This is an optimization exercise on Yosys and OpenROAD, whose aim is small area, a short achievable clock period and few clock cycles per item, not a production implementation.
Only simulation tests tie the RTL to the original design; equivalence was not proved.
No activity file was given, so power comes from the tool's default toggle rates.

`config.mk`:
```
export PLATFORM = sky130hd
export DESIGN_NAME = simple_cpu_top
export DESIGN_NICKNAME = simple_cpu_top
export VERILOG_FILES = /design/flow/design.v
export SDC_FILE = /design/flow/constraint.sdc
export NUM_CORES = 4
export LEC_CHECK = 0
export CAP_MARGIN = 20
export CORE_MARGIN = 2
export CORE_UTILIZATION = 40
export CTS_BUF_LIST = sky130_fd_sc_hd__clkbuf_4
export GPL_TIMING_DRIVEN = 0
export SLEW_MARGIN = 20
export SYNTH_HIERARCHICAL = 1
export SYNTH_MINIMUM_KEEP_SIZE = 0
```
`constraint.sdc`:
```
create_clock -name core_clock -period 5.0 [get_ports {clk}]
set_input_delay 1.0000 -clock core_clock [delete_from_list [all_inputs] [get_ports {clk}]]
set_output_delay 1.0000 -clock core_clock [all_outputs]
set_load 0.01 [all_outputs]
```
`design.v`:
```
module simple_datapath #(
    parameter BIT_WIDTH = 16
)(
    input wire [BIT_WIDTH-1:0] a,
    input wire [BIT_WIDTH-1:0] b,
    output wire [BIT_WIDTH-1:0] p
);
    wire w1 = ~(a[0] & b[0]);
    wire w2 = ~(a[1] & b[0]);
    wire w3 = ~(a[2] & b[0]);
    wire w4 = ~(a[3] & b[0]);
    wire w5 = ~(a[4] & b[0]);
    wire w6 = ~(a[5] & b[0]);
    wire w7 = ~(a[6] & b[0]);
    wire w8 = ~(a[7] & b[0]);
    wire w9 = ~(a[8] & b[0]);
    wire w10 = ~(a[9] & b[0]);
    wire w11 = ~(a[10] & b[0]);
    wire w12 = ~(a[11] & b[0]);
    wire w13 = ~(a[12] & b[0]);
    wire w14 = ~(a[13] & b[0]);
    wire w15 = ~(a[14] & b[0]);
    wire w16 = ~(a[15] & b[0]);
    wire w17 = ~(a[0] & b[1]);
    wire w18 = ~(a[1] & b[1]);
    wire w19 = ~(a[2] & b[1]);
    wire w20 = ~(a[3] & b[1]);
    wire w21 = ~(a[4] & b[1]);
    wire w22 = ~(a[5] & b[1]);
    wire w23 = ~(a[6] & b[1]);
    wire w24 = ~(a[7] & b[1]);
    wire w25 = ~(a[8] & b[1]);
    wire w26 = ~(a[9] & b[1]);
    wire w27 = ~(a[10] & b[1]);
    wire w28 = ~(a[11] & b[1]);
    wire w29 = ~(a[12] & b[1]);
    wire w30 = ~(a[13] & b[1]);
    wire w31 = ~(a[14] & b[1]);
    wire w32 = ~(a[0] & b[2]);
    wire w33 = ~(a[1] & b[2]);
    wire w34 = ~(a[2] & b[2]);
    wire w35 = ~(a[3] & b[2]);
    wire w36 = ~(a[4] & b[2]);
    wire w37 = ~(a[5] & b[2]);
    wire w38 = ~(a[6] & b[2]);
    wire w39 = ~(a[7] & b[2]);
    wire w40 = ~(a[8] & b[2]);
    wire w41 = ~(a[9] & b[2]);
    wire w42 = ~(a[10] & b[2]);
    wire w43 = ~(a[11] & b[2]);
    wire w44 = ~(a[12] & b[2]);
    wire w45 = ~(a[13] & b[2]);
    wire w46 = ~(a[0] & b[3]);
    wire w47 = ~(a[1] & b[3]);
    wire w48 = ~(a[2] & b[3]);
    wire w49 = ~(a[3] & b[3]);
    wire w50 = ~(a[4] & b[3]);
    wire w51 = ~(a[5] & b[3]);
    wire w52 = ~(a[6] & b[3]);
    wire w53 = ~(a[7] & b[3]);
    wire w54 = ~(a[8] & b[3]);
    wire w55 = ~(a[9] & b[3]);
    wire w56 = ~(a[10] & b[3]);
    wire w57 = ~(a[11] & b[3]);
    wire w58 = ~(a[12] & b[3]);
    wire w59 = ~(a[0] & b[4]);
    wire w60 = ~(a[1] & b[4]);
    wire w61 = ~(a[2] & b[4]);
    wire w62 = ~(a[3] & b[4]);
    wire w63 = ~(a[4] & b[4]);
    wire w64 = ~(a[5] & b[4]);
    wire w65 = ~(a[6] & b[4]);
    wire w66 = ~(a[7] & b[4]);
    wire w67 = ~(a[8] & b[4]);
    wire w68 = ~(a[9] & b[4]);
    wire w69 = ~(a[10] & b[4]);
    wire w70 = ~(a[11] & b[4]);
    wire w71 = ~(a[0] & b[5]);
    wire w72 = ~(a[1] & b[5]);
    wire w73 = ~(a[2] & b[5]);
    wire w74 = ~(a[3] & b[5]);
    wire w75 = ~(a[4] & b[5]);
    wire w76 = ~(a[5] & b[5]);
    wire w77 = ~(a[6] & b[5]);
    wire w78 = ~(a[7] & b[5]);
    wire w79 = ~(a[8] & b[5]);
    wire w80 = ~(a[9] & b[5]);
    wire w81 = ~(a[10] & b[5]);
    wire w82 = ~(a[0] & b[6]);
    wire w83 = ~(a[1] & b[6]);
    wire w84 = ~(a[2] & b[6]);
    wire w85 = ~(a[3] & b[6]);
    wire w86 = ~(a[4] & b[6]);
    wire w87 = ~(a[5] & b[6]);
    wire w88 = ~(a[6] & b[6]);
    wire w89 = ~(a[7] & b[6]);
    wire w90 = ~(a[8] & b[6]);
    wire w91 = ~(a[9] & b[6]);
    wire w92 = ~(a[0] & b[7]);
    wire w93 = ~(a[1] & b[7]);
    wire w94 = ~(a[2] & b[7]);
    wire w95 = ~(a[3] & b[7]);
    wire w96 = ~(a[4] & b[7]);
    wire w97 = ~(a[5] & b[7]);
    wire w98 = ~(a[6] & b[7]);
    wire w99 = ~(a[7] & b[7]);
    wire w100 = ~(a[8] & b[7]);
    wire w101 = ~(a[0] & b[8]);
    wire w102 = ~(a[1] & b[8]);
    wire w103 = ~(a[2] & b[8]);
    wire w104 = ~(a[3] & b[8]);
    wire w105 = ~(a[4] & b[8]);
    wire w106 = ~(a[5] & b[8]);
    wire w107 = ~(a[6] & b[8]);
    wire w108 = ~(a[7] & b[8]);
    wire w109 = ~(a[0] & b[9]);
    wire w110 = ~(a[1] & b[9]);
    wire w111 = ~(a[2] & b[9]);
    wire w112 = ~(a[3] & b[9]);
    wire w113 = ~(a[4] & b[9]);
    wire w114 = ~(a[5] & b[9]);
    wire w115 = ~(a[6] & b[9]);
    wire w116 = ~(a[0] & b[10]);
    wire w117 = ~(a[1] & b[10]);
    wire w118 = ~(a[2] & b[10]);
    wire w119 = ~(a[3] & b[10]);
    wire w120 = ~(a[4] & b[10]);
    wire w121 = ~(a[5] & b[10]);
    wire w122 = ~(a[0] & b[11]);
    wire w123 = ~(a[1] & b[11]);
    wire w124 = ~(a[2] & b[11]);
    wire w125 = ~(a[3] & b[11]);
    wire w126 = ~(a[4] & b[11]);
    wire w127 = ~(a[0] & b[12]);
    wire w128 = ~(a[1] & b[12]);
    wire w129 = ~(a[2] & b[12]);
    wire w130 = ~(a[3] & b[12]);
    wire w131 = ~(a[0] & b[13]);
    wire w132 = ~(a[1] & b[13]);
    wire w133 = ~(a[2] & b[13]);
    wire w134 = ~(a[0] & b[14]);
    wire w135 = ~(a[1] & b[14]);
    wire w136 = ~(a[0] & b[15]);
    wire w137, w138;
    mul_xn u1 (.x(w18), .y(w3), .s(w137));
    mul_or u2 (.x(w18), .y(w3), .c(w138));
    wire w139, w140;
    mul_fa u3 (.x(w19), .y(w33), .z(w4), .s(w139), .c(w140));
    wire w141, w142;
    mul_xn u4 (.x(w46), .y(w138), .s(w141));
    mul_or u5 (.x(w46), .y(w138), .c(w142));
    wire w143, w144;
    mul_fa u6 (.x(w20), .y(w34), .z(w47), .s(w143), .c(w144));
    wire w145, w146;
    mul_fa u7 (.x(w5), .y(w59), .z(w140), .s(w145), .c(w146));
    wire w147, w148;
    mul_xn u8 (.x(w143), .y(w142), .s(w147));
    mul_or u9 (.x(w143), .y(w142), .c(w148));
    wire w149, w150;
    mul_fa u10 (.x(w21), .y(w35), .z(w48), .s(w149), .c(w150));
    wire w151, w152;
    mul_fa u11 (.x(w6), .y(w60), .z(w71), .s(w151), .c(w152));
    wire w153, w154;
    mul_fa u12 (.x(w144), .y(w149), .z(w151), .s(w153), .c(w154));
    wire w155, w156;
    mul_xn u13 (.x(w148), .y(w146), .s(w155));
    mul_or u14 (.x(w148), .y(w146), .c(w156));
    wire w157, w158;
    mul_fa u15 (.x(w22), .y(w36), .z(w49), .s(w157), .c(w158));
    wire w159, w160;
    mul_fa u16 (.x(w61), .y(w7), .z(w72), .s(w159), .c(w160));
    wire w161, w162;
    mul_fa u17 (.x(w82), .y(w150), .z(w152), .s(w161), .c(w162));
    wire w163, w164;
    mul_fa u18 (.x(w157), .y(w159), .z(w154), .s(w163), .c(w164));
    wire w165, w166;
    mul_xn u19 (.x(w161), .y(w156), .s(w165));
    mul_or u20 (.x(w161), .y(w156), .c(w166));
    wire w167, w168;
    mul_fa u21 (.x(w23), .y(w37), .z(w50), .s(w167), .c(w168));
    wire w169, w170;
    mul_fa u22 (.x(w62), .y(w73), .z(w8), .s(w169), .c(w170));
    wire w171, w172;
    mul_fa u23 (.x(w83), .y(w92), .z(w158), .s(w171), .c(w172));
    wire w173, w174;
    mul_fa u24 (.x(w160), .y(w167), .z(w169), .s(w173), .c(w174));
    wire w175, w176;
    mul_fa u25 (.x(w162), .y(w171), .z(w173), .s(w175), .c(w176));
    wire w177, w178;
    mul_xn u26 (.x(w164), .y(w166), .s(w177));
    mul_or u27 (.x(w164), .y(w166), .c(w178));
    wire w179, w180;
    mul_fa u28 (.x(w101), .y(w24), .z(w38), .s(w179), .c(w180));
    wire w181, w182;
    mul_fa u29 (.x(w51), .y(w63), .z(w74), .s(w181), .c(w182));
    wire w183, w184;
    mul_fa u30 (.x(w84), .y(w9), .z(w93), .s(w183), .c(w184));
    wire w185, w186;
    mul_fa u31 (.x(w168), .y(w170), .z(w179), .s(w185), .c(w186));
    wire w187, w188;
    mul_fa u32 (.x(w181), .y(w183), .z(w172), .s(w187), .c(w188));
    wire w189, w190;
    mul_fa u33 (.x(w174), .y(w185), .z(w187), .s(w189), .c(w190));
    wire w191, w192;
    mul_xn u34 (.x(w176), .y(w178), .s(w191));
    mul_or u35 (.x(w176), .y(w178), .c(w192));
    wire w193, w194;
    mul_fa u36 (.x(w10), .y(w102), .z(w109), .s(w193), .c(w194));
    wire w195, w196;
    mul_fa u37 (.x(w25), .y(w39), .z(w52), .s(w195), .c(w196));
    wire w197, w198;
    mul_fa u38 (.x(w64), .y(w75), .z(w85), .s(w197), .c(w198));
    wire w199, w200;
    mul_fa u39 (.x(w94), .y(w180), .z(w182), .s(w199), .c(w200));
    wire w201, w202;
    mul_fa u40 (.x(w184), .y(w193), .z(w195), .s(w201), .c(w202));
    wire w203, w204;
    mul_fa u41 (.x(w197), .y(w186), .z(w199), .s(w203), .c(w204));
    wire w205, w206;
    mul_fa u42 (.x(w201), .y(w188), .z(w203), .s(w205), .c(w206));
    wire w207, w208;
    mul_xn u43 (.x(w190), .y(w192), .s(w207));
    mul_or u44 (.x(w190), .y(w192), .c(w208));
    wire w209, w210;
    mul_fa u45 (.x(w103), .y(w11), .z(w110), .s(w209), .c(w210));
    wire w211, w212;
    mul_fa u46 (.x(w116), .y(w26), .z(w40), .s(w211), .c(w212));
    wire w213, w214;
    mul_fa u47 (.x(w53), .y(w65), .z(w76), .s(w213), .c(w214));
    wire w215, w216;
    mul_fa u48 (.x(w86), .y(w95), .z(w194), .s(w215), .c(w216));
    wire w217, w218;
    mul_fa u49 (.x(w196), .y(w198), .z(w209), .s(w217), .c(w218));
    wire w219, w220;
    mul_fa u50 (.x(w211), .y(w213), .z(w200), .s(w219), .c(w220));
    wire w221, w222;
    mul_fa u51 (.x(w202), .y(w215), .z(w217), .s(w221), .c(w222));
    wire w223, w224;
    mul_fa u52 (.x(w204), .y(w219), .z(w221), .s(w223), .c(w224));
    wire w225, w226;
    mul_xn u53 (.x(w206), .y(w223), .s(w225));
    mul_or u54 (.x(w206), .y(w223), .c(w226));
    wire w227, w228;
    mul_fa u55 (.x(w104), .y(w111), .z(w117), .s(w227), .c(w228));
    wire w229, w230;
    mul_fa u56 (.x(w12), .y(w122), .z(w27), .s(w229), .c(w230));
    wire w231, w232;
    mul_fa u57 (.x(w41), .y(w54), .z(w66), .s(w231), .c(w232));
    wire w233, w234;
    mul_fa u58 (.x(w77), .y(w87), .z(w96), .s(w233), .c(w234));
    wire w235, w236;
    mul_fa u59 (.x(w210), .y(w212), .z(w214), .s(w235), .c(w236));
    wire w237, w238;
    mul_fa u60 (.x(w227), .y(w229), .z(w231), .s(w237), .c(w238));
    wire w239, w240;
    mul_fa u61 (.x(w233), .y(w216), .z(w218), .s(w239), .c(w240));
    wire w241, w242;
    mul_fa u62 (.x(w235), .y(w237), .z(w220), .s(w241), .c(w242));
    wire w243, w244;
    mul_fa u63 (.x(w222), .y(w239), .z(w241), .s(w243), .c(w244));
    wire w245, w246;
    mul_xn u64 (.x(w224), .y(w226), .s(w245));
    mul_or u65 (.x(w224), .y(w226), .c(w246));
    wire w247, w248;
    mul_fa u66 (.x(w105), .y(w112), .z(w118), .s(w247), .c(w248));
    wire w249, w250;
    mul_fa u67 (.x(w123), .y(w127), .z(w13), .s(w249), .c(w250));
    wire w251, w252;
    mul_fa u68 (.x(w28), .y(w42), .z(w55), .s(w251), .c(w252));
    wire w253, w254;
    mul_fa u69 (.x(w67), .y(w78), .z(w88), .s(w253), .c(w254));
    wire w255, w256;
    mul_fa u70 (.x(w97), .y(w228), .z(w230), .s(w255), .c(w256));
    wire w257, w258;
    mul_fa u71 (.x(w232), .y(w234), .z(w247), .s(w257), .c(w258));
    wire w259, w260;
    mul_fa u72 (.x(w249), .y(w251), .z(w253), .s(w259), .c(w260));
    wire w261, w262;
    mul_fa u73 (.x(w236), .y(w238), .z(w255), .s(w261), .c(w262));
    wire w263, w264;
    mul_fa u74 (.x(w257), .y(w259), .z(w240), .s(w263), .c(w264));
    wire w265, w266;
    mul_fa u75 (.x(w261), .y(w242), .z(w263), .s(w265), .c(w266));
    wire w267, w268;
    mul_xn u76 (.x(w244), .y(w265), .s(w267));
    mul_or u77 (.x(w244), .y(w265), .c(w268));
    wire w269, w270;
    mul_fa u78 (.x(w106), .y(w113), .z(w119), .s(w269), .c(w270));
    wire w271, w272;
    mul_fa u79 (.x(w124), .y(w128), .z(w131), .s(w271), .c(w272));
    wire w273, w274;
    mul_fa u80 (.x(w14), .y(w29), .z(w43), .s(w273), .c(w274));
    wire w275, w276;
    mul_fa u81 (.x(w56), .y(w68), .z(w79), .s(w275), .c(w276));
    wire w277, w278;
    mul_fa u82 (.x(w89), .y(w98), .z(w248), .s(w277), .c(w278));
    wire w279, w280;
    mul_fa u83 (.x(w250), .y(w252), .z(w254), .s(w279), .c(w280));
    wire w281, w282;
    mul_fa u84 (.x(w269), .y(w271), .z(w273), .s(w281), .c(w282));
    wire w283, w284;
    mul_fa u85 (.x(w275), .y(w256), .z(w258), .s(w283), .c(w284));
    wire w285, w286;
    mul_fa u86 (.x(w260), .y(w277), .z(w279), .s(w285), .c(w286));
    wire w287, w288;
    mul_fa u87 (.x(w281), .y(w262), .z(w283), .s(w287), .c(w288));
    wire w289, w290;
    mul_fa u88 (.x(w285), .y(w264), .z(w287), .s(w289), .c(w290));
    wire w291, w292;
    mul_xn u89 (.x(w266), .y(w289), .s(w291));
    mul_or u90 (.x(w266), .y(w289), .c(w292));
    wire w293, w294;
    mul_fa u91 (.x(w107), .y(w114), .z(w120), .s(w293), .c(w294));
    wire w295, w296;
    mul_fa u92 (.x(w125), .y(w129), .z(w132), .s(w295), .c(w296));
    wire w297, w298;
    mul_fa u93 (.x(w134), .y(w15), .z(w30), .s(w297), .c(w298));
    wire w299, w300;
    mul_fa u94 (.x(w44), .y(w57), .z(w69), .s(w299), .c(w300));
    wire w301, w302;
    mul_fa u95 (.x(w80), .y(w90), .z(w99), .s(w301), .c(w302));
    wire w303, w304;
    mul_fa u96 (.x(w270), .y(w272), .z(w274), .s(w303), .c(w304));
    wire w305, w306;
    mul_fa u97 (.x(w276), .y(w293), .z(w295), .s(w305), .c(w306));
    wire w307, w308;
    mul_fa u98 (.x(w297), .y(w299), .z(w301), .s(w307), .c(w308));
    wire w309, w310;
    mul_fa u99 (.x(w278), .y(w280), .z(w282), .s(w309), .c(w310));
    wire w311, w312;
    mul_fa u100 (.x(w303), .y(w305), .z(w307), .s(w311), .c(w312));
    wire w313, w314;
    mul_fa u101 (.x(w284), .y(w286), .z(w309), .s(w313), .c(w314));
    wire w315, w316;
    mul_fa u102 (.x(w311), .y(w288), .z(w313), .s(w315), .c(w316));
    wire w317, w318;
    mul_xn u103 (.x(w290), .y(w315), .s(w317));
    mul_or u104 (.x(w290), .y(w315), .c(w318));
    wire w319;
    mul_x2 u105 (.x(w100), .y(w108), .s(w319));
    wire w320;
    mul_x2 u106 (.x(w115), .y(w121), .s(w320));
    wire w321;
    mul_x2 u107 (.x(w126), .y(w130), .s(w321));
    wire w322;
    mul_x2 u108 (.x(w133), .y(w135), .s(w322));
    wire w323;
    mul_x2 u109 (.x(w136), .y(w16), .s(w323));
    wire w324;
    mul_x2 u110 (.x(w31), .y(w45), .s(w324));
    wire w325;
    mul_x2 u111 (.x(w58), .y(w70), .s(w325));
    wire w326;
    mul_x2 u112 (.x(w81), .y(w91), .s(w326));
    wire w327;
    mul_x2 u113 (.x(w319), .y(w320), .s(w327));
    wire w328;
    mul_x2 u114 (.x(w321), .y(w322), .s(w328));
    wire w329;
    mul_x2 u115 (.x(w323), .y(w324), .s(w329));
    wire w330;
    mul_x2 u116 (.x(w325), .y(w326), .s(w330));
    wire w331;
    mul_x2 u117 (.x(w327), .y(w328), .s(w331));
    wire w332;
    mul_x2 u118 (.x(w329), .y(w330), .s(w332));
    wire w333;
    mul_x2 u119 (.x(w294), .y(w296), .s(w333));
    wire w334;
    mul_x2 u120 (.x(w298), .y(w300), .s(w334));
    wire w335;
    mul_x2 u121 (.x(w302), .y(w331), .s(w335));
    wire w336;
    mul_x2 u122 (.x(w332), .y(w333), .s(w336));
    wire w337;
    mul_x2 u123 (.x(w334), .y(w335), .s(w337));
    wire w338;
    mul_x2 u124 (.x(w336), .y(w337), .s(w338));
    wire w339;
    mul_x2 u125 (.x(w304), .y(w338), .s(w339));
    wire w340;
    mul_x2 u126 (.x(w306), .y(w308), .s(w340));
    wire w341;
    mul_x2 u127 (.x(w339), .y(w340), .s(w341));
    wire w342;
    mul_x2 u128 (.x(w341), .y(w310), .s(w342));
    wire w343;
    mul_x2 u129 (.x(w312), .y(w342), .s(w343));
    wire w344;
    mul_x2 u130 (.x(w343), .y(w314), .s(w344));
    wire w345;
    mul_x2 u131 (.x(w344), .y(w316), .s(w345));
    wire w346;
    mul_x2 u132 (.x(w345), .y(w318), .s(w346));
    wire w347 = w17 | w2;
    wire w348, w349;
    mul_fa u133 (.x(w32), .y(w137), .z(w347), .s(w348), .c(w349));
    wire w350, w351;
    mul_fa u134 (.x(w141), .y(w139), .z(w349), .s(w350), .c(w351));
    wire w352, w353;
    mul_fa u135 (.x(w147), .y(w145), .z(w351), .s(w352), .c(w353));
    wire w354, w355;
    mul_fa u136 (.x(w153), .y(w155), .z(w353), .s(w354), .c(w355));
    wire w356, w357;
    mul_ha u137 (.x(w165), .y(w163), .s(w356), .c(w357));
    wire w358;
    mul_ao u138 (.g(w357), .p(w356), .ci(w355), .co(w358));
    wire w359, w360;
    mul_ha u139 (.x(w175), .y(w177), .s(w359), .c(w360));
    wire w361;
    mul_ao u140 (.g(w360), .p(w359), .ci(w357), .co(w361));
    wire w362 = w359 & w356;
    wire w363;
    mul_ao u141 (.g(w361), .p(w362), .ci(w355), .co(w363));
    wire w364, w365;
    mul_ha u142 (.x(w191), .y(w189), .s(w364), .c(w365));
    wire w366;
    mul_ao u143 (.g(w365), .p(w364), .ci(w363), .co(w366));
    wire w367, w368;
    mul_ha u144 (.x(w205), .y(w207), .s(w367), .c(w368));
    wire w369;
    mul_ao u145 (.g(w368), .p(w367), .ci(w366), .co(w369));
    wire w370, w371;
    mul_ha u146 (.x(w225), .y(w208), .s(w370), .c(w371));
    wire w372;
    mul_ao u147 (.g(w371), .p(w370), .ci(w369), .co(w372));
    wire w373, w374;
    mul_ha u148 (.x(w243), .y(w245), .s(w373), .c(w374));
    wire w375;
    mul_ao u149 (.g(w374), .p(w373), .ci(w372), .co(w375));
    wire w376, w377;
    mul_ha u150 (.x(w246), .y(w267), .s(w376), .c(w377));
    wire w378;
    mul_ao u151 (.g(w377), .p(w376), .ci(w375), .co(w378));
    wire w379, w380;
    mul_ha u152 (.x(w291), .y(w268), .s(w379), .c(w380));
    wire w381, w382;
    mul_ha u153 (.x(w317), .y(w292), .s(w381), .c(w382));
    wire w383;
    mul_ao u154 (.g(w382), .p(w381), .ci(w380), .co(w383));
    wire w384 = w381 & w379;
    wire w385;
    mul_ao u155 (.g(w380), .p(w379), .ci(w378), .co(w385));
    wire w386;
    mul_ao u156 (.g(w383), .p(w384), .ci(w378), .co(w386));
    assign p[0] = ~w1;
    assign p[1] = w17 ^ w2;
    assign p[2] = ~w348;
    assign p[3] = ~w350;
    assign p[4] = ~w352;
    assign p[5] = ~w354;
    assign p[6] = ~(w356 ^ w355);
    assign p[7] = ~(w359 ^ w358);
    assign p[8] = ~(w364 ^ w363);
    assign p[9] = ~(w367 ^ w366);
    assign p[10] = ~(w370 ^ w369);
    assign p[11] = ~(w373 ^ w372);
    assign p[12] = ~(w376 ^ w375);
    assign p[13] = ~(w379 ^ w378);
    assign p[14] = ~(w381 ^ w385);
    assign p[15] = (w346 ^ w386);
endmodule
module mul_fa (
    input wire x, y, z,
    output wire s, c
);
    assign s = x ^ y ^ z;
    assign c = (x & y) | (x & z) | (y & z);
endmodule
module mul_ha (
    input wire x, y,
    output wire s, c
);
    assign s = x ^ y;
    assign c = x & y;
endmodule
module mul_xn (
    input wire x, y,
    output wire s
);
    assign s = ~(x ^ y);
endmodule
module mul_or (
    input wire x, y,
    output wire c
);
    assign c = x | y;
endmodule
module mul_x2 (
    input wire x, y,
    output wire s
);
    assign s = x ^ y;
endmodule
module mul_ao (
    input wire g, p, ci,
    output wire co
);
    assign co = g | (p & ci);
endmodule
module simple_control (
    input wire clk,
    input wire rst_n,
    input wire start,
    output reg done
);
    always @(posedge clk or negedge rst_n) begin
        if (!rst_n)
            done <= 1'b0;
        else if (start)
            done <= 1'b1;
    end
endmodule
module simple_cpu_top #(
    parameter BIT_WIDTH = 16,
    parameter PROGRAM_FILE = "program.mem"
)(
    input wire clk,
    input wire rst_n,
    input wire start,
    input wire [BIT_WIDTH-1:0] operand_a,
    input wire [BIT_WIDTH-1:0] operand_b,
    output wire [BIT_WIDTH-1:0] result,
    output wire done
);
    wire [BIT_WIDTH-1:0] product;
    simple_datapath #(.BIT_WIDTH(BIT_WIDTH)) datapath (
        .a(operand_a), .b(operand_b), .p(product)
    );
    simple_control control (
        .clk(clk), .rst_n(rst_n), .start(start), .done(done)
    );
    reg [BIT_WIDTH-1:0] result_r;
    always @(posedge clk)
        if (start) result_r <= product;
    assign result = result_r;
endmodule
```
`flow/run.sh`:
```
#!/bin/bash
# The standard layout with: port buffers made from buf_2 cells (ORFS's
# default picks a delay buffer, clkdlybuf4s50_1) and the output-port buffers
# then reduced to buf_1; the buffers that synthesis (ABC) inserted removed at
# floorplan, leaving buffering to the resizer, which sees the placement; and
# ORFS's power recovery after global routing, which downsizes gates off the
# critical paths.
set -euo pipefail
bash standard.sh "BUFFER_PORTS_ARGS=-buffer_cell sky130_fd_sc_hd__buf_2" "POST_GLOBAL_PLACE_TCL=$(pwd)/flow/outbuf.tcl" REMOVE_ABC_BUFFERS=1 RECOVER_POWER=100 finish > standard_run.log 2>&1
```
`flow/outbuf.tcl`:
```
# After global placement: the output-port buffers drive only the port's fixed
# load and have plenty of slack, so use the smallest buffer for them.
foreach inst [get_cells output*] {
  replace_cell $inst sky130_fd_sc_hd__buf_1
}
```
`standard.sh`:
```
#!/bin/bash
# synth_recipe.tcl (not shown) runs the flow's synth.tcl, then flattens the netlist and writes it again
# the make line also repeats each setting of config.mk as NAME=value (left out here)
make -C /OpenROAD-flow-scripts/flow DESIGN_CONFIG=/design/flow/config.mk WORK_HOME=/design/flow/orfs CLKGATE_MAP_FILE= SYNTH_SCRIPT=/design/flow/synth_recipe.tcl "${@:-finish}"
```
==> flow_summary.ini, run 1 <==
[status]
status = finished clean

[worst_setup_path]
critical-path-slowest-cell = sky130_fd_sc_hd__fa_1
r2r_cells = 1
critPathLaunch = operand_b[1]
cp_data_arrival_time_ps = 4870
worstSetupPathDepth = 12
crit_buf_inv = 1
cp_cell_sequence = buf_4, nand2_1, fa_1, fa_1, fa_1, fa_1, fa_1, or2_1, ha_1, and2_1, a21o_1, xor2_1
path_common_cell = sky130_fd_sc_hd__fa_1
critical-path-top-delay-family = adder cells
worstSetupStartpointType = input port
critPathCaptureType = flip-flop
worst_ep_required_time_ps = 5040
path_max_fanout = 15
timing.critical_path.slowest_cell_delay_ps = 590
crit-reg2reg-launch = control.done
timing.setup.critical_path_class = input port to flip-flop

[layout]
mostFrequentLayoutCells = sky130_fd_sc_hd__nand2_1, sky130_fd_sc_hd__fa_1, sky130_fd_sc_hd__xor2_1, sky130_fd_sc_hd__xnor2_1, sky130_fd_sc_hd__buf_2
leading_cell_type_in_the_layout_fill_and_taps_excluded = sky130_fd_sc_hd__nand2_1
antenna_cells_inserted = 0
multi_input_comb_area_um2 = 2910
layout.nets = 511
finalInstanceArea_um2 = 3870
syn_to_final_growth_pct = 8.64
drive_above_1_share_pct = 9.66
final.fill_count = 869
ff_latch_area_um2 = 505

[global_route]
grt_pass1_wl_um = 13800
first_global_vias = 2844
grt_start_max_net_pins = 18
overflow = 0
grt_antenna_before_repair = 0
grt_usage_pct = 17.8

[power_and_ir_drop]
clock_power_share_pct = 3.8
switching_share_pct = 41.5
power.share.sequential_pct = 16.5
power_density_nw_per_um2 = 540
p_comb_share_pct = 79.7
p_leak_nw = 1.43
p_int_mw = 1.22
power.ir.vdd_worst_v = 0.000349
power_switching_mw = 0.869

[clock_tree]
cts-buffers-inserted = 3
h_tree_depth = 1
post_cts_hold_buffer_count = 0
clk_transition_reported_paths_ps = 100
cts-root-to-sink-buffers = 2
clkLatencyLatePin_ps = 280
clock_tree_from_tritoncts = yes
root_buffer = sky130_fd_sc_hd__clkbuf_4
cts_num_sinks = 17

[floorplanning]
die_x_um = 98.4
vertical_extent_of_the_die_um = 98.4
starting_density_of_the_core_pct = 41.1
floorplan.die_area_um2 = 9680
core-area_um2 = 8680
pin_count = 52
core.rowCount = 34

[place]
pre_cts_slack_ps = -338
dp_hpwl_um = 5970
portBuffers = 51
dpl_cell_area_um2 = 3810

[yosys]
post_synth_mux_area_share_pct = 0
synthXorXnorAreaFrac_pct = 12.5
yosys.area_share.adder_pct = 49.6
synth_seq_area_share_pct = 14.2
syn_avg_cell_area_um2 = 10.3
synth_top_family_by_area = adder cells
syn_area_um2 = 3560
synthCells = 346
synth_seq_cells = 17
yosysWarningCount = 8
synthSimpleGateAreaFrac_pct = 17.3
netlist-cell-type-count = 14
synth_compound_area_share_pct = 2.32

[route]
drt-wirelength-per-cell_um = 15.5
first_iter_violations = 140
postRouteAntennaNets = 0
postRouteWirelength_um = 7620
viasPerCell = 5.20
first_pass_iters = 5
drc = 0
vias = 2555

[hold_path]
worst_hold_path_type = input port to async pin

[timing]
clock_skew_ps = 0
worst-slew-pin-transition_ps = 925
hold_ws_ps = 467
maxSlewViolCount = 0
grt_setup_unrepaired = no
period_needed_ps = 4830
max_freq_mhz = 207
hold_violations = 0
finalCritPeriodShare_pct = 96.6
slew_headroom_pct = 38.3
worst_slack_ps = 170
finalSetupViolations = 0

[job]
cap_violations = 0
-- metrics by stage --
| step | std cells | util [%] | setup TNS, ps | power (mW) |
|---|---|---|---|---|
| after floorplan | 328 | - | 0 | 1.72 |
| after global placement | 487 | 44.1 | -460 | 2.03 |
| after detailed placement | 487 | 43.9 | -519 | 2.04 |
| after CTS | 491 | 44.2 | 0 | 2.13 |
| after global routing | 491 | 44.6 | 0 | 2.36 |
| final | 491 | 44.6 | 0 | 2.09 |
-- path summary, 6_finish.rpt --
path                                end  slack [ps]
min in group core_clock    control.done         470
min                        control.done         470
max reg2reg                control.done        4300
min reg2reg                control.done         470
max                        result_r[15]         170
max in group asynchronous  control.done        4450
-- Yosys stat by module (local to each module, per instance), a selection --
module	area, µm²	flip-flops and latches	times used	cells
mul_ao	7.51	0	11	1
simple_control	31.3	1	1	2
mul_ha	12.5	0	9	1
mul_or	6.26	0	13	1
simple_cpu_top	480	16	1	16
mul_x2	8.76	0	28	1
mul_xn	8.76	0	13	1
mul_fa	20.0	0	82	1
-- per-layer routing --
metal	GRT usage (%)	up-vias	part of all wire, %
met3	2.29	9	7.6
met2	31.3	117	52
li1	-	1126	-
met5	0	-	0
met4	4.21	0	1.4
met1	23.4	1303	39
-- sequential cells by signal, summed over array words and instances, names as in the netlist --
register and count:
control.done 1, result_r 16
-- final cells by class --
cell class,count,area share [%]
multi-input combinational,306,75.3
sequential,17,13.1
timing repair buffer,51,6.92
tap,108,3.49
clock buffer,4,0.776
inverter,5,0.485
-- timing repair --
action / CTS / global route
setup buffers: 0 / 0
setup endpoints to repair: 1 / 2
resized for setup: 1 / 17
-- power groups by stage --
stage | clock (mW) | combinational (mW) | sequential, mW
2_1_floorplan | 0 | 1.34 | 0.381
3_3_place_gp | 0 | 1.68 | 0.346
3_5_place_dp | 0 | 1.69 | 0.349
4_1_cts | 0.0863 | 1.70 | 0.345
5_1_grt | 0.0915 | 1.92 | 0.351
6_report | 0.0805 | 1.67 | 0.344
-- synthesized netlist by cell type --
cell type                  instances  area [µm²]
sky130_fd_sc_hd__or2_1            14        87.6
sky130_fd_sc_hd__inv_1             5        18.8
sky130_fd_sc_hd__ha_1             10         125
sky130_fd_sc_hd__xnor2_1          22         193
sky130_fd_sc_hd__a21o_1           11        82.6
sky130_fd_sc_hd__buf_2            10        50.1
sky130_fd_sc_hd__dfrtp_1           1        25.0
sky130_fd_sc_hd__edfxtp_1         16         480
sky130_fd_sc_hd__buf_6             4        45.0
sky130_fd_sc_hd__xor2_1           29         254
sky130_fd_sc_hd__fa_1             82        1640
sky130_fd_sc_hd__nand2_1         133         499
sky130_fd_sc_hd__and2_1            5        31.3
sky130_fd_sc_hd__buf_4             4        30.0
-- cell families (layout without fill, tap and decap cells) --
| group | Yosys count | in the layout |
|---|---|---|
| AND/OR/NAND/NOR | 152 | 152 |
| XOR/XNOR | 51 | 51 |
| adder cells (fa/ha/maj) | 92 | 92 |
| buffers and inverters | 23 | 60 |
| AO/OA/AOI/OAI | 11 | 11 |
| flip-flops | 17 | 17 |
Testbench counts, summed over its fixed seeds: cycles 384, items 384.
==> inputs of run 2 (changes only) <==
--- a/config.mk
+++ b/config.mk
@@ -8,7 +8,6 @@
 export CAP_MARGIN = 20
 export CORE_MARGIN = 2
 export CORE_UTILIZATION = 40
-export CTS_BUF_LIST = sky130_fd_sc_hd__clkbuf_4
 export GPL_TIMING_DRIVEN = 0
 export SLEW_MARGIN = 20
 export SYNTH_HIERARCHICAL = 1
==> run 2 against run 1 <==
Net effect:
- still clean
- non-clock buffer count stayed put
- sequential cell count stayed put
- global-route usage stayed put
- register-to-register slack hardly changed
- via count is 1.6% lower
- worst setup slack better by 10 ps
==> flow_summary.ini, run 2 <==
[worst_setup_path]
worstSetupStartpointType = input port
cp_data_arrival_time_ps = 4810
path_max_fanout = 14
worst_ep_required_time_ps = 4990
critPathCaptureType = flip-flop
timing.setup.critical_path_class = input port to flip-flop

[route]
first_pass_iters = 4
vias = 2515
first_iter_violations = 140
viasPerCell = 5.12
drc = 0
drt-wirelength-per-cell_um = 15.4
postRouteWirelength_um = 7570
postRouteAntennaNets = 0

[floorplanning]
core-area_um2 = 8680
pin_count = 52
floorplan.die_area_um2 = 9680
starting_density_of_the_core_pct = 41.1
die_x_um = 98.4
vertical_extent_of_the_die_um = 98.4
core.rowCount = 34

[timing]
finalSetupViolations = 0
slew_headroom_pct = 39.4
worst_slack_ps = 180
worst-slew-pin-transition_ps = 909
maxSlewViolCount = 0
tns_setup_ps = 0
clock_skew_ps = 0
period_needed_ps = 4820
hold_ws_ps = 460
finalCritPeriodShare_pct = 96.4
grt_setup_unrepaired = no
max_freq_mhz = 207
hold_violations = 0

[clock_tree]
cts_num_sinks = 17
cts-root-to-sink-buffers = 2
root_buffer = sky130_fd_sc_hd__clkbuf_8
h_tree_depth = 1
post_cts_buffers = 0
cts-buffers-inserted = 3
clkLatencyLatePin_ps = 240
post_cts_hold_buffer_count = 0
clock_tree_from_tritoncts = yes
clk_transition_reported_paths_ps = 60

[layout]
largest_register = result_r
max_ffs_per_register = 16
syn_to_final_growth_pct = 9.76
antenna_cells_inserted = 0
largest_registers = result_r x16, control.done x1
leading_cell_type_in_the_layout_fill_and_taps_excluded = sky130_fd_sc_hd__nand2_1
layout.nets = 511
mostFrequentLayoutCells = sky130_fd_sc_hd__nand2_1, sky130_fd_sc_hd__fa_1, sky130_fd_sc_hd__xor2_1, sky130_fd_sc_hd__xnor2_1, sky130_fd_sc_hd__buf_2
final-instance-count-excl-fill = 491
drive_above_1_share_pct = 9.66

[place]
dp_hpwl_um = 5970
pre_cts_slack_ps = -338
portBuffers = 51
dp_cells = 487

[power_and_ir_drop]
p_leak_nw = 1.44
power.share.sequential_pct = 16.3
p_comb_share_pct = 78.8
p_int_mw = 1.25
switching_share_pct = 41.1
power.ir.vdd_worst_v = 0.000349
power_switching_mw = 0.871
power_density_nw_per_um2 = 541
clock_power_share_pct = 4.9
total_power_mw = 2.12

[yosys]
synthMostInstantiatedCell = sky130_fd_sc_hd__nand2_1
postSynth.topFlopCell = sky130_fd_sc_hd__edfxtp_1
ys_async_sr_fraction_pct = 5.88
synth_top_cells_by_area = sky130_fd_sc_hd__fa_1, sky130_fd_sc_hd__nand2_1, sky130_fd_sc_hd__edfxtp_1, sky130_fd_sc_hd__xor2_1, sky130_fd_sc_hd__xnor2_1
synthCells = 346
synth_seq_area_share_pct = 14.2
syn_area_um2 = 3560
yosysWarningCount = 8
synth_enable_flop_cells = 16
synth_seq_cells = 17
netlist-cell-type-count = 14
post_synth_most_frequent_cells = sky130_fd_sc_hd__nand2_1, sky130_fd_sc_hd__fa_1, sky130_fd_sc_hd__xor2_1
synth_top_cell_area_share_pct = 46.1
post-synth-top-area-cell = sky130_fd_sc_hd__fa_1
syn_avg_cell_area_um2 = 10.3

[global_route]
first_global_vias = 2858
overflow = 0
grt_start_max_net_pins = 18
grt_usage_pct = 17.8
grt_pass1_wl_um = 13800
grt_antenna_before_repair = 0

[status]
status = finished clean

[hold_path]
worst_hold_path_type = flip-flop to flip-flop

[job]
cap_violations = 0
run 2: cell types whose count changed in the layout (fill, tap and decap cells not counted), moves of 2 or more:
cell	delta
sky130_fd_sc_hd__buf_6	+4
sky130_fd_sc_hd__or2_0	-2
sky130_fd_sc_hd__clkbuf_4	-5
sky130_fd_sc_hd__or2_1	+2
sky130_fd_sc_hd__buf_2	-3
sky130_fd_sc_hd__clkbuf_8	+3
run 2: path summary, 6_finish.rpt:
kind	from	end	slack, ps	cells past startpoint
setup / recovery	operand_b[2]	result_r[15]	180	16
hold / removal	control.done	control.done	460	1
setup reg to reg	control.done	control.done	4300	1
hold reg to reg	control.done	control.done	460	1
max in group asynchronous	rst_n	control.done	4410	1
min in group asynchronous	rst_n	control.done	510	1
run 2: worst max-delay path, stage by stage:
cell	delay, ps
sky130_fd_sc_hd__buf_4	190
sky130_fd_sc_hd__nand2_1	100
sky130_fd_sc_hd__fa_1	510
sky130_fd_sc_hd__fa_1	480
sky130_fd_sc_hd__fa_1	440
sky130_fd_sc_hd__xnor2_1	150
sky130_fd_sc_hd__ha_1	330
sky130_fd_sc_hd__and2_1	170
sky130_fd_sc_hd__a21o_1	190
sky130_fd_sc_hd__a21o_1	180
sky130_fd_sc_hd__a21o_1	180
sky130_fd_sc_hd__a21o_1	180
sky130_fd_sc_hd__a21o_1	180
sky130_fd_sc_hd__a21o_1	200
sky130_fd_sc_hd__a21o_1	170
sky130_fd_sc_hd__xor2_1	160
run 2: area by class of cell:
| class | count | area (µm²) |
|---|---|---|
| fill | 861 | 4770 |
| multi-input combinational | 306 | 2920 |
| sequential | 17 | 505 |
| timing repair buffer | 51 | 290 |
| tap | 108 | 135 |
| clock buffer | 4 | 45.0 |
| inverter | 5 | 18.8 |
run 2: kinds of logic (layout without fill, tap and decap cells):
kind of cell,count (synthesis),after routing,share of synthesized area (%)
AOI/OAI and AO/OA,11,11,2.32
xor gates and xnor gates,51,51,12.5
adders and majority gates,92,92,49.6
buffers and inverters,23,60,4.04
DFF,17,17,14.2
and+or+nand+nor,152,152,17.3
run 2: what timing repair did:
item | in CTS | in global routing
pin swaps | 0 | 3
endpoints found under the hold margin | 0 | 0
setup endpoints to repair | 1 | 2
gates resized for setup | 2 | 27
run 2: per-layer routing:
metal | GRT usage [%] | routed length (µm) | part of all wire, %
met5 | 0 | 0 | 0
met1 | 23.5 | 3030 | 40
met2 | 31.2 | 3890 | 51
met3 | 2.29 | 552 | 7.3
met4 | 4.32 | 103 | 1.4
run 2: per-module statistics from Yosys (local to each module, per instance), a selection:
module,cells inside,times used
simple_control,2,1
mul_fa,1,82
mul_ha,1,9
mul_xn,1,13
mul_x2,1,28
mul_ao,1,11
mul_or,1,13
run 2: stage by stage:
step | utilization, % | area [µm²]
floorplan | - | 3440
global placement | 44.1 | 3830
detailed placement | 43.9 | 3810
CTS | 44.4 | 3860
global route | 45.1 | 3910
finish | 45.1 | 3910
run 2: power by group through the flow:
stage                     combinational [mW]  sequential, mW  clock (mW)
final                                   1.67           0.345       0.103
after detailed placement                1.69           0.349           0
after global routing                    1.92           0.352       0.114
after CTS                               1.70           0.346       0.108
after floorplan                         1.34           0.381           0
after global placement                  1.68           0.346           0
==> inputs of run 3 (changes only) <==
--- a/config.mk
+++ b/config.mk
@@ -8,6 +8,9 @@
 export CAP_MARGIN = 20
 export CORE_MARGIN = 2
 export CORE_UTILIZATION = 40
+export CTS_BUF_LIST = sky130_fd_sc_hd__clkbuf_4
+export CTS_CLUSTER_DIAMETER = 200
+export CTS_CLUSTER_SIZE = 30
 export GPL_TIMING_DRIVEN = 0
 export SLEW_MARGIN = 20
 export SYNTH_HIERARCHICAL = 1
==> run 3 against run 2 <==
Net effect:
- final area decreased by 1.0%
- clock skew unchanged
- clock-buffer cell count unchanged
- largest power group unchanged
- sequential share of layout area increased by 0.13 points
- critical path depth decreased by 4
- worst setup slack got worse by 10 ps
- largest cell class unchanged
- critical endpoint unchanged
==> flow_summary.ini, run 3 <==
[yosys]
ys_async_sr_fraction_pct = 5.88
synth_enable_flop_cells = 16
synth_top_cell_area_share_pct = 46.1
netlist-cell-type-count = 14
synthMostInstantiatedCell = sky130_fd_sc_hd__nand2_1
post-synth-top-area-cell = sky130_fd_sc_hd__fa_1
synth_seq_cells = 17
yosysWarningCount = 8
syn_avg_cell_area_um2 = 10.3
syn_area_um2 = 3560
synth_seq_area_share_pct = 14.2
post_synth_most_frequent_cells = sky130_fd_sc_hd__nand2_1, sky130_fd_sc_hd__fa_1, sky130_fd_sc_hd__xor2_1
synth_top_cells_by_area = sky130_fd_sc_hd__fa_1, sky130_fd_sc_hd__nand2_1, sky130_fd_sc_hd__edfxtp_1, sky130_fd_sc_hd__xor2_1, sky130_fd_sc_hd__xnor2_1
postSynth.topFlopCell = sky130_fd_sc_hd__edfxtp_1
synthCells = 346

[timing]
maxSlewViolCount = 0
worst_slack_ps = 170
clock_skew_ps = 0
slew_headroom_pct = 38.3
finalSetupViolations = 0
hold_violations = 0
period_needed_ps = 4830
tns_setup_ps = 0
hold_ws_ps = 467
worst-slew-pin-transition_ps = 925
max_freq_mhz = 207
grt_setup_unrepaired = no
finalCritPeriodShare_pct = 96.6

[job]
cap_violations = 0

[route]
drc = 0
first_pass_iters = 5
first_iter_violations = 140
drt-wirelength-per-cell_um = 15.5
postRouteWirelength_um = 7620
viasPerCell = 5.20
vias = 2555
postRouteAntennaNets = 0

[global_route]
grt_usage_pct = 17.8
overflow = 0
first_global_vias = 2844
grt_start_max_net_pins = 18
grt_antenna_before_repair = 0
grt_pass1_wl_um = 13800

[layout]
largest_registers = result_r x16, control.done x1
antenna_cells_inserted = 0
final.fill_count = 869
final-instance-count-excl-fill = 491
layout.nets = 511
leading_cell_type_in_the_layout_fill_and_taps_excluded = sky130_fd_sc_hd__nand2_1
max_ffs_per_register = 16
fin_util_pct = 44.6
syn_to_final_growth_pct = 8.64
drive_above_1_share_pct = 9.66
largest_register = result_r
finalInstanceArea_um2 = 3870
mostFrequentLayoutCells = sky130_fd_sc_hd__nand2_1, sky130_fd_sc_hd__fa_1, sky130_fd_sc_hd__xor2_1, sky130_fd_sc_hd__xnor2_1, sky130_fd_sc_hd__buf_2

[worst_setup_path]
crit-reg2reg-launch = control.done
timing.setup.critical_path_class = input port to flip-flop
path_max_fanout = 15
r2r_cells = 1
regToRegEndpoint = control.done
critPathCaptureType = flip-flop
worstSetupStartpointType = input port
cp_data_arrival_time_ps = 4870
reg2reg_slack_ps = 4300
worst_ep_required_time_ps = 5040

[clock_tree]
clkLatencyLatePin_ps = 280
root_buffer = sky130_fd_sc_hd__clkbuf_4
post_cts_buffers = 0
cts-root-to-sink-buffers = 2
clock_tree_from_tritoncts = yes
h_tree_depth = 1
cts-buffers-inserted = 3
post_cts_hold_buffer_count = 0
cts_num_sinks = 17
cts_resized = 1
clk_transition_reported_paths_ps = 100

[floorplanning]
core.rowCount = 34
starting_density_of_the_core_pct = 41.1
core-area_um2 = 8680
floorplan.die_area_um2 = 9680
die_x_um = 98.4
vertical_extent_of_the_die_um = 98.4
pin_count = 52

[power_and_ir_drop]
total_power_mw = 2.09
power_density_nw_per_um2 = 540
power.ir.vdd_worst_v = 0.000349
p_leak_nw = 1.43

[place]
pre_cts_slack_ps = -338
dp_cells = 487
portBuffers = 51
dp_hpwl_um = 5970
dpl_cell_area_um2 = 3810

[status]
status = finished clean

[hold_path]
worst_hold_path_type = input port to async pin
==> run 3: cell counts after synthesis <==
No cell type changed its count.
==> run 3: report_power, final <==
group | leakage [nW] | internal [mW] | switching [mW]
sequential | 0.165 | 0.334 | 0.0107
clock | 0.0184 | 0.0364 | 0.0441
combinational | 1.24 | 0.853 | 0.814
==> run 3: worst max-delay path, stage by stage <==
cell	delay, ps
sky130_fd_sc_hd__buf_4	190
sky130_fd_sc_hd__nand2_1	100
sky130_fd_sc_hd__fa_1	510
sky130_fd_sc_hd__fa_1	470
sky130_fd_sc_hd__fa_1	470
sky130_fd_sc_hd__fa_1	590
sky130_fd_sc_hd__fa_1	450
sky130_fd_sc_hd__or2_1	240
sky130_fd_sc_hd__ha_1	330
sky130_fd_sc_hd__and2_1	170
sky130_fd_sc_hd__a21o_1	180
sky130_fd_sc_hd__xor2_1	160
==> run 3: per-layer routing <==
layer,track usage (%),part of all wire [%],vias to the layer above
li1,-,-,1126
met1,23.4,39,1303
met2,31.3,52,117
met3,2.29,7.6,9
met4,4.21,1.4,0
met5,0,0,-
==> run 3: logic make-up after synthesis <==
| family | after synthesis | share of synthesized area (%) |
|---|---|---|
| and+or+nand+nor | 152 | 17.3 |
| buffers and inverters | 23 | 4.04 |
| xor gates and xnor gates | 51 | 12.5 |
| adders and majority gates | 92 | 49.6 |
| DFF | 17 | 14.2 |
| AOI/OAI and AO/OA | 11 | 2.32 |
==> run 3: area by class of cell <==
cell class	instances	area, µm²	area share [%]
sequential	17	505	13.1
tap	108	135	3.49
clock buffer	4	30.0	0.776
multi-input combinational	306	2910	75.3
timing repair buffer	51	268	6.92
inverter	5	18.8	0.485
==> run 3: modules after synthesis (local to each module, per instance), a selection <==
| module | times used | cells inside | flip-flops and latches | cell area [µm²] |
|---|---|---|---|---|
| simple_control | 1 | 2 | 1 | 31.3 |
| mul_ha | 9 | 1 | 0 | 12.5 |
| mul_xn | 13 | 1 | 0 | 8.76 |
| mul_fa | 82 | 1 | 0 | 20.0 |
| mul_ao | 11 | 1 | 0 | 7.51 |
| simple_cpu_top | 1 | 16 | 16 | 480 |
| mul_or | 13 | 1 | 0 | 6.26 |
| mul_x2 | 28 | 1 | 0 | 8.76 |
==> run 3: how the worst max path moves through the flow <==
| stage | from | to | depth (start not counted) |
|---|---|---|---|
| 2_1_floorplan | operand_b[11] | result_r[15] | 11 |
| 3_3_place_gp | operand_a[0] | result_r[15] | 12 |
| 3_5_place_dp | operand_a[0] | result_r[15] | 12 |
| 4_1_cts | operand_b[1] | result_r[15] | 12 |
| 5_1_grt | operand_b[1] | result_r[15] | 12 |
| 6_report | operand_b[1] | result_r[15] | 12 |
==> inputs of run 4 (changes only) <==
==> flow/run.sh (replaced) <==
#!/bin/bash
# The standard layout with: port buffers made from buf_2 cells (ORFS's
# default picks a delay buffer, clkdlybuf4s50_1); the buffers that synthesis
# (ABC) inserted removed at floorplan, leaving buffering to the resizer, which
# sees the placement; and ORFS's power recovery after global routing, which
# downsizes gates off the critical paths.
set -euo pipefail
bash standard.sh "BUFFER_PORTS_ARGS=-buffer_cell sky130_fd_sc_hd__buf_2" REMOVE_ABC_BUFFERS=1 RECOVER_POWER=100 finish > standard_run.log 2>&1
--- a/config.mk
+++ b/config.mk
@@ -8,9 +8,6 @@
 export CAP_MARGIN = 20
 export CORE_MARGIN = 2
 export CORE_UTILIZATION = 40
-export CTS_BUF_LIST = sky130_fd_sc_hd__clkbuf_4
-export CTS_CLUSTER_DIAMETER = 200
-export CTS_CLUSTER_SIZE = 30
 export GPL_TIMING_DRIVEN = 0
 export SLEW_MARGIN = 20
 export SYNTH_HIERARCHICAL = 1
removed: flow/outbuf.tcl
==> run 4 against run 3 <==
Net effect:
- clock skew is the same
- critical path type unchanged
- synthesized cell count did not move
- worst setup slack improved by 10 ps
- register-to-register slack about the same
==> flow_summary.ini, run 4 <==
[status]
status = finished clean

[clock_tree]
clkLatencyLatePin_ps = 240
post_cts_hold_buffer_count = 0
post_cts_buffers = 0
clk_transition_reported_paths_ps = 60
cts-buffers-inserted = 3
cts-root-to-sink-buffers = 2
cts_num_sinks = 17
clock_tree_from_tritoncts = yes
h_tree_depth = 1
root_buffer = sky130_fd_sc_hd__clkbuf_8

[worst_setup_path]
critPathLaunch = operand_b[2]
cp_data_arrival_time_ps = 4820
reg2reg_slack_ps = 4300
worst_ep_required_time_ps = 4990
regToRegEndpoint = control.done
r2r_cells = 1
worstSetupStartpointType = input port
timing.setup.critical_path_class = input port to flip-flop
timing.critical_path.slowest_cell_delay_ps = 500
path_max_fanout = 14
cp_cell_sequence = buf_4, nand2_1, fa_1, fa_1, fa_1, xnor2_1, ha_1, and2_0, a21o_1, a21o_1, a21o_1, a21o_1, a21o_1, a21o_1, a21o_1, xor2_1
critical-path-slowest-cell = sky130_fd_sc_hd__fa_1
crit-reg2reg-launch = control.done
path_common_cell = sky130_fd_sc_hd__a21o_1
critPathCaptureType = flip-flop

[global_route]
grt.busiest_layer = met2
gr-usage-met1_pct = 23.5
groute.layer.met3.usage_pct = 2.72
overflow = 0
gr-usage-met2_pct = 31.4
grt_usage_pct = 17.9
first_global_vias = 2881
grt_pass1_wl_um = 13900
grt_start_max_net_pins = 18
grt_antenna_before_repair = 0

[timing]
period_needed_ps = 4820
maxSlewViolCount = 0
grt_setup_unrepaired = no
max_freq_mhz = 207
tns_setup_ps = 0
clock_skew_ps = 0
worst-slew-pin-transition_ps = 915
finalSetupViolations = 0
slew_headroom_pct = 39.0
hold_violations = 0
finalCritPeriodShare_pct = 96.4
worst_slack_ps = 179

[place]
dp_hpwl_um = 6000
dp_cells = 487
pre_cts_slack_ps = -351
globalplace.congestion = 0.853
portBuffers = 51

[yosys]
yosys.area_share.adder_pct = 49.6
syn_avg_cell_area_um2 = 10.3
synth_seq_cells = 17
synthXorXnorAreaFrac_pct = 12.5
post-synth-top-area-cell = sky130_fd_sc_hd__fa_1
postSynth.topFlopCell = sky130_fd_sc_hd__edfxtp_1
post_synth_mux_area_share_pct = 0
synth_top_family_by_area = adder cells
synthMostInstantiatedCell = sky130_fd_sc_hd__nand2_1
netlist-cell-type-count = 14
synth_top_cell_area_share_pct = 46.1
synth_compound_area_share_pct = 2.32
synth_top_cells_by_area = sky130_fd_sc_hd__fa_1, sky130_fd_sc_hd__nand2_1, sky130_fd_sc_hd__edfxtp_1, sky130_fd_sc_hd__xor2_1, sky130_fd_sc_hd__xnor2_1
synthSimpleGateAreaFrac_pct = 17.3
synth_enable_flop_cells = 16
syn_area_um2 = 3560
ys_async_sr_fraction_pct = 5.88
yosysWarningCount = 8
synthCells = 346
synth_seq_area_share_pct = 14.2
post_synth_most_frequent_cells = sky130_fd_sc_hd__nand2_1, sky130_fd_sc_hd__fa_1, sky130_fd_sc_hd__xor2_1

[layout]
max_ffs_per_register = 16
syn_to_final_growth_pct = 9.83
mostFrequentLayoutCells = sky130_fd_sc_hd__nand2_1, sky130_fd_sc_hd__fa_1, sky130_fd_sc_hd__xor2_1, sky130_fd_sc_hd__xnor2_1
largest_registers = result_r x16, control.done x1
largest_register = result_r
antenna_cells_inserted = 0
drive_above_1_share_pct = 9.92
final-instance-count-excl-fill = 491
layout.nets = 511
leading_cell_type_in_the_layout_fill_and_taps_excluded = sky130_fd_sc_hd__nand2_1

[route]
drc = 0
viasPerCell = 5.12
postRouteAntennaNets = 0
drt-wirelength-per-cell_um = 15.6
first_pass_iters = 4
vias = 2516
first_iter_violations = 112
postRouteWirelength_um = 7670

[power_and_ir_drop]
power_density_nw_per_um2 = 543
p_leak_nw = 1.44
total_power_mw = 2.12
power.ir.vdd_worst_v = 0.000308

[floorplanning]
starting_density_of_the_core_pct = 41.1
floorplan.die_area_um2 = 9680
pin_count = 52
core.rowCount = 34
die_x_um = 98.4
vertical_extent_of_the_die_um = 98.4
core-area_um2 = 8680

[hold_path]
hold_depth = 1
hp-start = control.done
worst_hold_path.endpoint = control.done
worst_hold_path_type = flip-flop to flip-flop

[job]
cap_violations = 0
==> run 4: cells by family after synthesis <==
family	count (synthesis)
adder cells (fa/ha/maj)	92
AND/OR/NAND/NOR	152
flip-flops	17
AO/OA/AOI/OAI	11
XOR/XNOR	51
buffers and inverters	23
==> run 4: worst max-delay path by stage <==
stage	endpoint	slack, ps
after floorplan	result_r[15]	230
after global placement	result_r[15]	-300
after detailed placement	result_r[15]	-350
after CTS	result_r[15]	2
after global routing	result_r[15]	10
final	result_r[15]	180
==> run 4: critical path, delay by kind of cell <==
kind	cells	cell delay, ps
buffers and inverters	1	190
XOR/XNOR	2	310
AND/OR/NAND/NOR	2	270
AO/OA/AOI/OAI	7	1280
adder cells (fa/ha/maj)	4	1760
==> run 4: layout make-up <==
class                           instances  area, µm²
Timing Repair Buffer                   51        290
Tap cell                              108        135
Sequential cell                        17        505
Multi-Input combinational cell        306       2920
Inverter                                5       18.8
Fill cell                             864       4760
Clock buffer                            4       45.0
==> run 4: per-layer routing <==
metal  part of all wire (%)  up-vias
li1                       -     1127
met1                     40     1284
met2                     52       99
met3                    7.3        6
met4                   0.99        0
met5                      0        -
==> run 4: stage by stage <==
stage                     hold WS, ps  util, %  instance area, µm²
after global routing              496     45.1                3910
after floorplan                   504        -                3440
after detailed placement          447     44.1                3830
final                             461     45.1                3910
after CTS                         465     44.7                3880
after global placement            442     44.1                3830
==> run 4: modules after synthesis, one instance, submodules excluded, excerpt <==
module	flip-flops and latches	cells inside	times used
mul_fa	0	1	82
mul_x2	0	1	28
mul_ao	0	1	11
simple_cpu_top	16	16	1
mul_or	0	1	13
mul_xn	0	1	13
==> run 4: power breakdown <==
| part | leakage (nW) | internal, mW | switching, mW |
|---|---|---|---|
| logic | 1.25 | 0.857 | 0.819 |
| clock network | 0.0228 | 0.0565 | 0.0466 |
| registers | 0.165 | 0.334 | 0.0111 |
| total | 1.44 | 1.25 | 0.877 |
==> run 4: timing repair <==
item,4_1_cts,5_1_grt
endpoints found under the setup margin,1,2
pin swaps,0,2
gates resized for setup,2,29
endpoints found under the hold margin,0,0
==> inputs of run 5 (changes only) <==
--- a/config.mk
+++ b/config.mk
@@ -9,6 +9,7 @@
 export CORE_MARGIN = 2
 export CORE_UTILIZATION = 40
 export GPL_TIMING_DRIVEN = 0
+export SETUP_SLACK_MARGIN = 0.3
 export SLEW_MARGIN = 20
 export SYNTH_HIERARCHICAL = 1
 export SYNTH_MINIMUM_KEEP_SIZE = 0
==> run 5 against run 4 <==
Net effect:
- still clean on timing, DRC and antenna
- sequential cell count unchanged
- synthesized cell count unchanged
- sequential share of layout area decreased by 1.5 points
- critical endpoint unchanged
- clock skew unchanged
- die area unchanged
- non-clock buffer count increased by 21
==> flow_summary.ini, run 5 <==
[timing]
hold_ws_ps = 461
period_needed_ps = 4720
slew_headroom_pct = 39.1
maxSlewViolCount = 0
hold_violations = 0
clock_skew_ps = 0
grt_setup_unrepaired = yes
finalSetupViolations = 0
worst_slack_ps = 276
worst-slew-pin-transition_ps = 913
max_freq_mhz = 212
finalCritPeriodShare_pct = 94.5

[yosys]
syn_area_um2 = 3560
synth_top_cell_area_share_pct = 46.1
post-synth-top-area-cell = sky130_fd_sc_hd__fa_1
synth_enable_flop_cells = 16
synth_seq_cells = 17
yosysWarningCount = 8
post_synth_most_frequent_cells = sky130_fd_sc_hd__nand2_1, sky130_fd_sc_hd__fa_1, sky130_fd_sc_hd__xor2_1
synthMostInstantiatedCell = sky130_fd_sc_hd__nand2_1
netlist-cell-type-count = 14
synth_top_cells_by_area = sky130_fd_sc_hd__fa_1, sky130_fd_sc_hd__nand2_1, sky130_fd_sc_hd__edfxtp_1, sky130_fd_sc_hd__xor2_1, sky130_fd_sc_hd__xnor2_1
syn_avg_cell_area_um2 = 10.3
postSynth.topFlopCell = sky130_fd_sc_hd__edfxtp_1
ys_async_sr_fraction_pct = 5.88
synthCells = 346
synth_seq_area_share_pct = 14.2

[clock_tree]
clock_tree_from_tritoncts = yes
clkLatencyLatePin_ps = 240
cts_num_sinks = 17
cts-buffers-inserted = 3
h_tree_depth = 1
cts-root-to-sink-buffers = 2
clk_transition_reported_paths_ps = 70
root_buffer = sky130_fd_sc_hd__clkbuf_8

[worst_setup_path]
timing.critical_path.slowest_cell_delay_ps = 430
critical-path-slowest-cell = sky130_fd_sc_hd__fa_1
path_max_fanout = 16
timing.setup.critical_path_class = input port to flip-flop
critPathCaptureType = flip-flop
crit_buf_inv = 2
cp_cell_sequence = buf_8, and2_1, ha_1, inv_1, fa_1, fa_1, fa_1, fa_2, a21o_1, a21o_1, a21o_1, a21o_1, a21o_1, a21o_1, a21o_1, xor2_1
worst_ep_required_time_ps = 5000
path_common_cell = sky130_fd_sc_hd__a21o_1
worstSetupStartpointType = input port
cp_data_arrival_time_ps = 4720
critical-path-top-delay-family = adder cells

[global_route]
grt_pass1_wl_um = 14000
grt_usage_pct = 17.9
grt_start_max_net_pins = 18
grt_antenna_before_repair = 0
first_global_vias = 2938
overflow = 0

[status]
status = finished clean

[power_and_ir_drop]
power_density_nw_per_um2 = 557
p_leak_nw = 1.65
total_power_mw = 2.46
power.ir.vdd_worst_v = 0.000355

[place]
globalplace.congestion = 0.853
dp_hpwl_um = 6000
pre_cts_slack_ps = -351
dp_cells = 487
portBuffers = 51

[floorplanning]
die_x_um = 98.4
pin_count = 52
starting_density_of_the_core_pct = 41.1
core.rowCount = 34
core-area_um2 = 8680
floorplan.die_area_um2 = 9680
vertical_extent_of_the_die_um = 98.4

[layout]
max_ffs_per_register = 16
final.fill_count = 815
layout.nets = 532
fin_util_pct = 50.8
final-instance-count-excl-fill = 512
leading_cell_type_in_the_layout_fill_and_taps_excluded = sky130_fd_sc_hd__nand2_1
largest_register = result_r
drive_above_1_share_pct = 24.3
syn_to_final_growth_pct = 23.8
antenna_cells_inserted = 0
mostFrequentLayoutCells = sky130_fd_sc_hd__nand2_1, sky130_fd_sc_hd__fa_1, sky130_fd_sc_hd__xor2_1, sky130_fd_sc_hd__fa_2
largest_registers = result_r x16, control.done x1

[route]
drt-wirelength-per-cell_um = 15.9
vias = 2650
drc = 0
postRouteWirelength_um = 8130
first_iter_violations = 123
first_pass_iters = 4
postRouteAntennaNets = 0
viasPerCell = 5.18

[hold_path]
worst_hold_path_type = flip-flop to flip-flop

[job]
cap_violations = 0
## run 5: repair_timing
action | in CTS | in global routing
hold buffers | 0 | 0
pin swaps | 13 | 41
setup buffers | 2 | 19
setup endpoints to repair | 3 | 2
resized for setup | 49 | 58
cloned | 0 | 0
## run 5: power by group
group	switching, mW	internal, mW	total (mW)
logic	0.918	1.09	2.01
clock network	0.0458	0.0564	0.102
registers	0.0110	0.334	0.345
## run 5: cells by family (layout without fill, tap and decap cells)
kind of cell	Yosys count	after routing	synth area share (%)
fa+ha+maj	92	92	49.6
flops	17	17	14.2
compound gates	11	11	2.32
xor+xnor	51	51	12.5
simple gates	152	152	17.3
buf+inv	23	81	4.04
## run 5: per-module statistics from Yosys, one instance, submodules excluded, a selection
module	area (µm²)	flip-flops and latches	cells inside
simple_cpu_top	480	16	16
simple_control	31.3	1	2
mul_fa	20.0	0	1
mul_ha	12.5	0	1
mul_x2	8.76	0	1
mul_xn	8.76	0	1
mul_ao	7.51	0	1
mul_or	6.26	0	1
## run 5: area by class of cell
type | instances | area [µm²] | share of cell area (%)
clock buffers | 4 | 45.0 | 1.02
inverters | 5 | 18.8 | 0.425
multi-input cells | 306 | 3090 | 70.1
flip-flops and latches | 17 | 505 | 11.5
well taps | 108 | 135 | 3.06
repair buffers | 72 | 614 | 13.9
## run 5: final timing paths
| check | from | cells past startpoint | to | slack, ps |
|---|---|---|---|---|
| max reg2reg | control.done | 1 | control.done | 4300 |
| min | control.done | 1 | control.done | 460 |
| min reg2reg | control.done | 1 | control.done | 460 |
| max in group asynchronous | rst_n | 1 | control.done | 4410 |
| min in group asynchronous | rst_n | 1 | control.done | 510 |
| max | operand_a[0] | 16 | result_r[15] | 280 |
## run 5: through the flow
| step | instance area, µm² | TNS [ps] |
|---|---|---|
| 2_1_floorplan | 3440 | 0 |
| 3_3_place_gp | 3830 | -460 |
| 3_5_place_dp | 3830 | -527 |
| 4_1_cts | 4060 | 0 |
| 5_1_grt | 4410 | 0 |
| 6_report | 4410 | 0 |
## run 5: metal layers
layer  track usage (%)  vias up  share of wire (%)
li1                  -     1174                  -
met1              23.1     1350                 39
met2              32.3      112                 53
met3              2.29       14                6.4
met4              4.21        0                1.6
met5                 0        -                  0

==> static timing again, ports no longer ideal <==
How much do the figures lean on ideal ports? The routed layouts below were timed once more, with nothing changed but the port constraints.
Step 1 assumes that a clkbuf_16 drives the clock port and a buf_2 every other input.
Step 2, shift: input delay + t, output delay - t, t = (earliest + latest rising clock arrival at the registers) / 2. This alone moves slack from input paths to output paths.
a / b / c = ideal ports / drivers / drivers and shift; a / b = the first two.
run	t (ns)	setup slack, ns	latest minus earliest clock arrival (ns)	worst data-port slew with drivers (ns)	pins driven straight from the clock port
run 1	0.306	0.170 / 0.168 / -0.138	0.007 / 0.007	0.05	1
run 2	0.272	0.180 / 0.172 / -0.100	0.006 / 0.006	0.05	1
run 3	0.306	0.170 / 0.168 / -0.138	0.007 / 0.007	0.05	1
run 4	0.272	0.179 / 0.175 / -0.097	0.006 / 0.006	0.05	1
run 5	0.271	0.276 / 0.251 / -0.019	0.003 / 0.003	0.09	1
With both steps, setup timing fails in every run listed, where it was met with ideal ports.
